Source: an optimization exercise on an open RTL-to-GDS flow (aim: small area). Production flows keep margins and buffers that such runs may drop. In this exercise RTL edits were held to simulation tests only and were not proved equivalent to the original. The clock input has no modelled driver; a real chip could not lean on it and would need a root buffer or a full tree.

rev 12:
Design game_master_core, start of the top module:
module game_master_core (
    input  logic       clk,
    input  logic       rst,
    input  logic       u_btn,
    input  logic       r_btn,
    input  logic       l_btn,
    input  logic       die_en,
    input  logic [2:0] die_value,
    output logic [3:0] sec0,
    output logic [3:0] sec1,
    output logic [3:0] min0,
    output logic [3:0] min1,
    output logic [5:0] p1_position,
    output logic [5:0] p2_position,
    output logic [2:0] play_state,
    output logic       wait_p1,
    output logic       wait_p2,
    output logic [1:0] score_p1,
    output logic [1:0] score_p2,
    output logic       scl,
    input  logic       sda_i,
    output logic       sda_o,
    output logic       sda_oe
);
    function automatic logic [12:0] l13(input logic [12:0] s);
        l13 = {s[11:0], ~(s[12] ^ s[3] ^ s[2] ^ s[0])};
    endfunction
    function automatic logic [9:0] l10(input logic [9:0] s);
        l10 = {s[8:0], ~(s[9] ^ s[6])};
    endfunction
    function automatic logic [6:0] l7(input logic [6:0] s);
        l7 = {s[5:0], ~(s[6] ^ s[5])};
    endfunction
    localparam logic [12:0] C13_1    = 13'h1;      
    localparam logic [12:0] C13_3000 = 13'h1cd0;   
  ...
Size: about 850 cells after synthesis, roughly 50 I/O pins.
==> flow/config.mk <==
export PLATFORM = sky130hd
export DESIGN_NAME = game_master_core
export DESIGN_NICKNAME = game_master_core
export VERILOG_FILES = /design/flow/design.v
export SDC_FILE = /design/flow/constraint.sdc
export NUM_CORES = 4
export LEC_CHECK = 0
export CAP_MARGIN = 20
export CORE_MARGIN = 2
export CORE_UTILIZATION = 40
export CTS_BUF_LIST = sky130_fd_sc_hd__clkbuf_8
export PLACE_DENSITY = 0.6
export SLEW_MARGIN = 20
==> flow/constraint.sdc <==
create_clock -name core_clock -period 10.0 [get_ports {clk}]
set_input_delay 2.0000 -clock core_clock [delete_from_list [all_inputs] [get_ports {clk}]]
set_output_delay 2.0000 -clock core_clock [all_outputs]
set_load 0.01 [all_outputs]
standard.sh (not shown) runs the stock make flow with config.mk's settings and CLKGATE_MAP_FILE= SYNTH_SCRIPT=/design/flow/synth_recipe.tcl, a recipe that flattens the netlist after the stock synthesis.
==> flow/flow/run.sh <==
#!/bin/bash
# Own layout flow: the standard synthesis, then an area re-mapping of its
# combinational logic (the flip-flops stay exactly as synthesized), then
# the standard layout steps with port buffers of the smallest size and a
# smaller balanced clock tree of our own (flow/cts.tcl).
# Each tool's output goes to a log of its own in this folder.
set -euo pipefail
W=$PWD
R=$W/orfs/results/$FLOW_PLATFORM/game_master_core/base
LIB=$FLOW_HOME/platforms/$FLOW_PLATFORM/lib/sky130_fd_sc_hd__tt_025C_1v80.lib
YOSYS=${YOSYS_EXE:-$(dirname "$FLOW_HOME")/tools/install/yosys/bin/yosys}

# 1. standard synthesis (1_2_yosys.v, 1_synth.odb)
bash standard.sh synth > log_1_synth.log 2>&1

# 2. area re-mapping of the combinational logic: a few area-oriented ABC
#    scripts, keeping the smallest result (all are the same logic)
cp "$R/1_2_yosys.v" "$W/1_2_yosys_standard.v"
SCRIPTS=(
  "+strash;dch;map -a;strash;dch;map -a;strash;dch;map -a;topo"
  "+strash;dch -f;map -a;strash;dch -f;map -a;strash;dch -f;map -a;topo"
  "+strash;ifraig;dch;map -a;strash;ifraig;dch;map -a;strash;dch;map -a;topo"
  "+strash;drw;drf;dch;map -a;strash;dch;map -a;strash;dch;map -a;topo"
  "+strash;drw;drf;dch;map -a;strash;drw;drf;dch;map -a;strash;dch;map -a;topo"
  "+strash;drw;drf;dch -f;map -a;strash;dch -f;map -a;strash;dch -f;map -a;topo"
  "+strash;ifraig;drw;drf;dch;map -a;strash;dch;map -a;strash;dch;map -a;topo"
  "+strash;dc2;drw;dch;map -a;strash;dch;map -a;strash;dch;map -a;topo"
)
best=""; best_area=""
for i in "${!SCRIPTS[@]}"; do
  sed -e "s#IN_LIB#$LIB#g" -e "s#IN_NETLIST#$W/1_2_yosys_standard.v#" \
      -e "s#OUT_NETLIST#$W/remapped_$i.v#" -e "s#OUT_STAT#$W/remapped_stat_$i.txt#" \
      -e "s#ABC_SCRIPT#${SCRIPTS[$i]}#" flow/reabc.ys > "$W/reabc_run_$i.ys"
  if "$YOSYS" -s "$W/reabc_run_$i.ys" > "log_2_reabc_$i.log" 2>&1; then
    a=$(grep "Chip area for module '.game_master_core'" "$W/remapped_stat_$i.txt" | tail -1 | awk '{print $NF}')
    echo "script $i: area $a" >> log_2_reabc_choice.log
    if [[ -z "$best_area" ]] || awk -v a="$a" -v b="$best_area" 'BEGIN{exit !(a < b)}'; then
      best=$i; best_area=$a
    fi
  fi
done
echo "chosen: script $best, area $best_area" >> log_2_reabc_choice.log
cp "$W/remapped_$best.v" "$R/1_2_yosys.v"
rm -f "$R/1_synth.odb" "$R/1_synth.sdc"

# 3. placement, with port buffers of the smallest size
PORTBUF="BUFFER_PORTS_ARGS=-buffer_cell sky130_fd_sc_hd__buf_1"
bash standard.sh "$PORTBUF" place > log_3_place.log 2>&1

# 4. clock tree: flow/cts.tcl in place of ORFS's CTS step (a root buffer and
#    ten leaf buffers, each driving one cluster of flip-flops)
bash standard.sh run "RUN_SCRIPT=$W/flow/cts.tcl" RUN_LOG_NAME_STEM=4_1_cts \
    MY_CTS_CLOCK_PORT=clk MY_CTS_LEAVES=10 MY_CTS_LEAF_CELL=sky130_fd_sc_hd__clkbuf_8 \
    MY_CTS_ROOT_CELL=sky130_fd_sc_hd__clkbuf_8 > log_4_cts.log 2>&1
test -f "$R/4_1_cts.odb"

# 5. routing and the rest of the standard layout
bash standard.sh "$PORTBUF" finish > log_5_route_finish.log 2>&1
test -f out/final.def
==> flow/flow/cts.tcl <==
# Clock tree step in place of ORFS's CTS: a two-level balanced tree.
# A root buffer beside the clk pin drives NLEAF leaf buffers; each leaf drives
# one cluster of flip-flops (k-means on their placed locations) and sits at
# the cluster's centre. Then the same legalisation and timing repair as ORFS's
# CTS step, and the same outputs (4_1_cts.odb, 4_cts.sdc).
utl::set_metrics_stage "cts__{}"
source $::env(SCRIPTS_DIR)/load.tcl
erase_non_stage_variables cts
load_design 3_place.odb 3_place.sdc

set nleaf [expr {[info exists ::env(MY_CTS_LEAVES)] ? $::env(MY_CTS_LEAVES) : 6}]
set leaf_cell [expr {[info exists ::env(MY_CTS_LEAF_CELL)] ? $::env(MY_CTS_LEAF_CELL) : "sky130_fd_sc_hd__clkbuf_8"}]
set root_cell [expr {[info exists ::env(MY_CTS_ROOT_CELL)] ? $::env(MY_CTS_ROOT_CELL) : "sky130_fd_sc_hd__clkbuf_8"}]

set db [ord::get_db]
set block [ord::get_db_block]
set clk_bterm [$block findBTerm $::env(MY_CTS_CLOCK_PORT)]
set clk_net [$clk_bterm getNet]

# flip-flop clock pins on the clock net
set sinks {}
foreach it [$clk_net getITerms] {
  lappend sinks $it
}
set n [llength $sinks]
puts "manual CTS: $n sinks, $nleaf leaves ($leaf_cell), root $root_cell"

proc iterm_xy { it } {
  set box [[$it getInst] getBBox]
  return [list [expr {([$box xMin] + [$box xMax]) / 2.0}] [expr {([$box yMin] + [$box yMax]) / 2.0}]]
}
set pts {}
foreach it $sinks { lappend pts [iterm_xy $it] }

# k-means, seeded with points spread along x then y order
set order [lsort -real -index 0 [lmap p $pts {set p}]]
set cent {}
for {set k 0} {$k < $nleaf} {incr k} {
  lappend cent [lindex $order [expr {int(($k + 0.5) * $n / $nleaf)}]]
}
set assign [lrepeat $n 0]
for {set iter 0} {$iter < 50} {incr iter} {
  # balanced assignment: each cluster takes at most ceil(n/nleaf) sinks,
  # points taken in order of their best distance
  set cap [expr {int(ceil(double($n) / $nleaf))}]
  set pairs {}
  for {set i 0} {$i < $n} {incr i} {
    lassign [lindex $pts $i] x y
    for {set k 0} {$k < $nleaf} {incr k} {
      lassign [lindex $cent $k] cx cy
      lappend pairs [list [expr {abs($x - $cx) + abs($y - $cy)}] $i $k]
    }
  }
  set pairs [lsort -real -index 0 $pairs]
  set done [lrepeat $n 0]
  set fill [lrepeat $nleaf 0]
  set new [lrepeat $n 0]
  foreach pr $pairs {
    lassign $pr d i k
    if {[lindex $done $i] || [lindex $fill $k] >= $cap} continue
    lset done $i 1
    lset fill $k [expr {[lindex $fill $k] + 1}]
    lset new $i $k
  }
  set ncent {}
  for {set k 0} {$k < $nleaf} {incr k} {
    set sx 0.0; set sy 0.0; set c 0
    for {set i 0} {$i < $n} {incr i} {
      if {[lindex $new $i] == $k} {
        lassign [lindex $pts $i] x y
        set sx [expr {$sx + $x}]; set sy [expr {$sy + $y}]; incr c
      }
    }
    if {$c > 0} { lappend ncent [list [expr {$sx / $c}] [expr {$sy / $c}]] } else { lappend ncent [lindex $cent $k] }
  }
  set cent $ncent
  if {$new == $assign} break
  set assign $new
}

# root buffer next to the clock pin
set pin_box [$clk_bterm getBBox]
set px [expr {([$pin_box xMin] + [$pin_box xMax]) / 2}]
set py [expr {([$pin_box yMin] + [$pin_box yMax]) / 2}]
set core [$block getCoreArea]
set px [expr {max([$core xMin], min($px, [$core xMax] - 10000))}]
set py [expr {max([$core yMin], min($py, [$core yMax] - 10000))}]

set root [odb::dbInst_create $block [$db findMaster $root_cell] clkbuf_root]
$root setLocation $px $py
$root setPlacementStatus PLACED
set root_net [odb::dbNet_create $block clknet_root]
$root_net setSigType CLOCK
[$root findITerm A] connect $clk_net
[$root findITerm X] connect $root_net

for {set k 0} {$k < $nleaf} {incr k} {
  lassign [lindex $cent $k] cx cy
  set b [odb::dbInst_create $block [$db findMaster $leaf_cell] clkbuf_leaf_$k]
  $b setLocation [expr {int($cx)}] [expr {int($cy)}]
  $b setPlacementStatus PLACED
  set net [odb::dbNet_create $block clknet_leaf_$k]
  $net setSigType CLOCK
  [$b findITerm A] connect $root_net
  [$b findITerm X] connect $net
  set cnt 0
  for {set i 0} {$i < $n} {incr i} {
    if {[lindex $assign $i] == $k} {
      set it [lindex $sinks $i]
      $it disconnect
      $it connect $net
      incr cnt
    }
  }
  puts "leaf $k: $cnt sinks at ([expr {int($cx)}], [expr {int($cy)}])"
}

set_propagated_clock [all_clocks]

set_placement_padding -global \
  -left $::env(CELL_PAD_IN_SITES_DETAIL_PLACEMENT) \
  -right $::env(CELL_PAD_IN_SITES_DETAIL_PLACEMENT)
detailed_placement
log_cmd estimate_parasitics -placement

report_clock_skew
report_check_types -max_slew -max_capacitance -violators

repair_timing_helper
detailed_placement
check_placement -verbose

report_metrics 4 "cts final"

orfs_write_db $::env(RESULTS_DIR)/4_1_cts.odb
orfs_write_sdc $::env(RESULTS_DIR)/4_cts.sdc
Other scripts of this flow, unchanged in this note and not shown: flow/flow/reabc.ys
Per the final summary, rev 12 finished and its layout is clean on timing, DRC and antenna.
The following lists how rev 13 was set up differently from rev 12:
--- a/flow/flow/run.sh
+++ b/flow/flow/run.sh
@@ -51,6 +51,6 @@
 #    ten leaf buffers, each driving one cluster of flip-flops)
 bash standard.sh run "RUN_SCRIPT=$W/flow/cts.tcl" RUN_LOG_NAME_STEM=4_1_cts \
-    MY_CTS_CLOCK_PORT=clk MY_CTS_LEAVES=10 MY_CTS_LEAF_CELL=sky130_fd_sc_hd__clkbuf_8 \
-    MY_CTS_ROOT_CELL=sky130_fd_sc_hd__clkbuf_8 > log_4_cts.log 2>&1
+    MY_CTS_CLOCK_PORT=clk MY_CTS_LEAVES=9 MY_CTS_LEAF_CELL=sky130_fd_sc_hd__clkbuf_8 \
+    MY_CTS_ROOT_CELL=sky130_fd_sc_hd__clkbuf_4 > log_4_cts.log 2>&1
 test -f "$R/4_1_cts.odb"
 
Findings:
- The routed length on met2 of rev 13 falls short of that of rev 12 by about 0.5%.
- Delta (rev 13 minus rev 12): final net count essentially unchanged, via count increased 0.67%, global router's overall resource usage essentially unchanged.
- Critical path data arrival time ended up 0.14 ns higher on rev 13 than on rev 12.
- Comparing rev 13 with rev 12, the worst hold slack came out essentially unchanged.
- Wire length after detailed routing, rev 13 and rev 12: higher on rev 13
- As far as cell area after synthesis goes, rev 12 and rev 13 are indistinguishable; the numbers are identical.
No run of this note takes its clock network from TritonCTS; it comes from the design's own scripts or RTL.

==> what the ideal ports hide <==
In the flow no input, the clock included, has a driving cell. The finished layouts below were timed again as built, in two steps. Step 1 assumes that a clkbuf_16 drives the clock port and a buf_2 every other input. Step 2, shift: input delay + t, output delay - t, t = (earliest + latest rising clock arrival at the registers) / 2. This alone moves slack from input paths to output paths. Slacks: ideal / step 1 / step 2; pairs: ideal / step 1.
run | t (ns) | slack for setup (ns) | hold WS [ns] | clock arrival spread, ns | pins driven straight from the clock port
rev 12 | 0.438 | 6.010 / 6.010 / 5.832 | 0.411 / 0.411 / 0.411 | 0.016 / 0.016 | 1
rev 13 | 0.550 | 5.973 / 5.962 / 5.833 | 0.413 / 0.413 / 0.413 | 0.022 / 0.022 | 1
After both steps every run listed still meets setup and hold. The setup slack of rev 12, which loses most, moves by 0.000 ns with the drivers and by -0.178 ns with both steps.
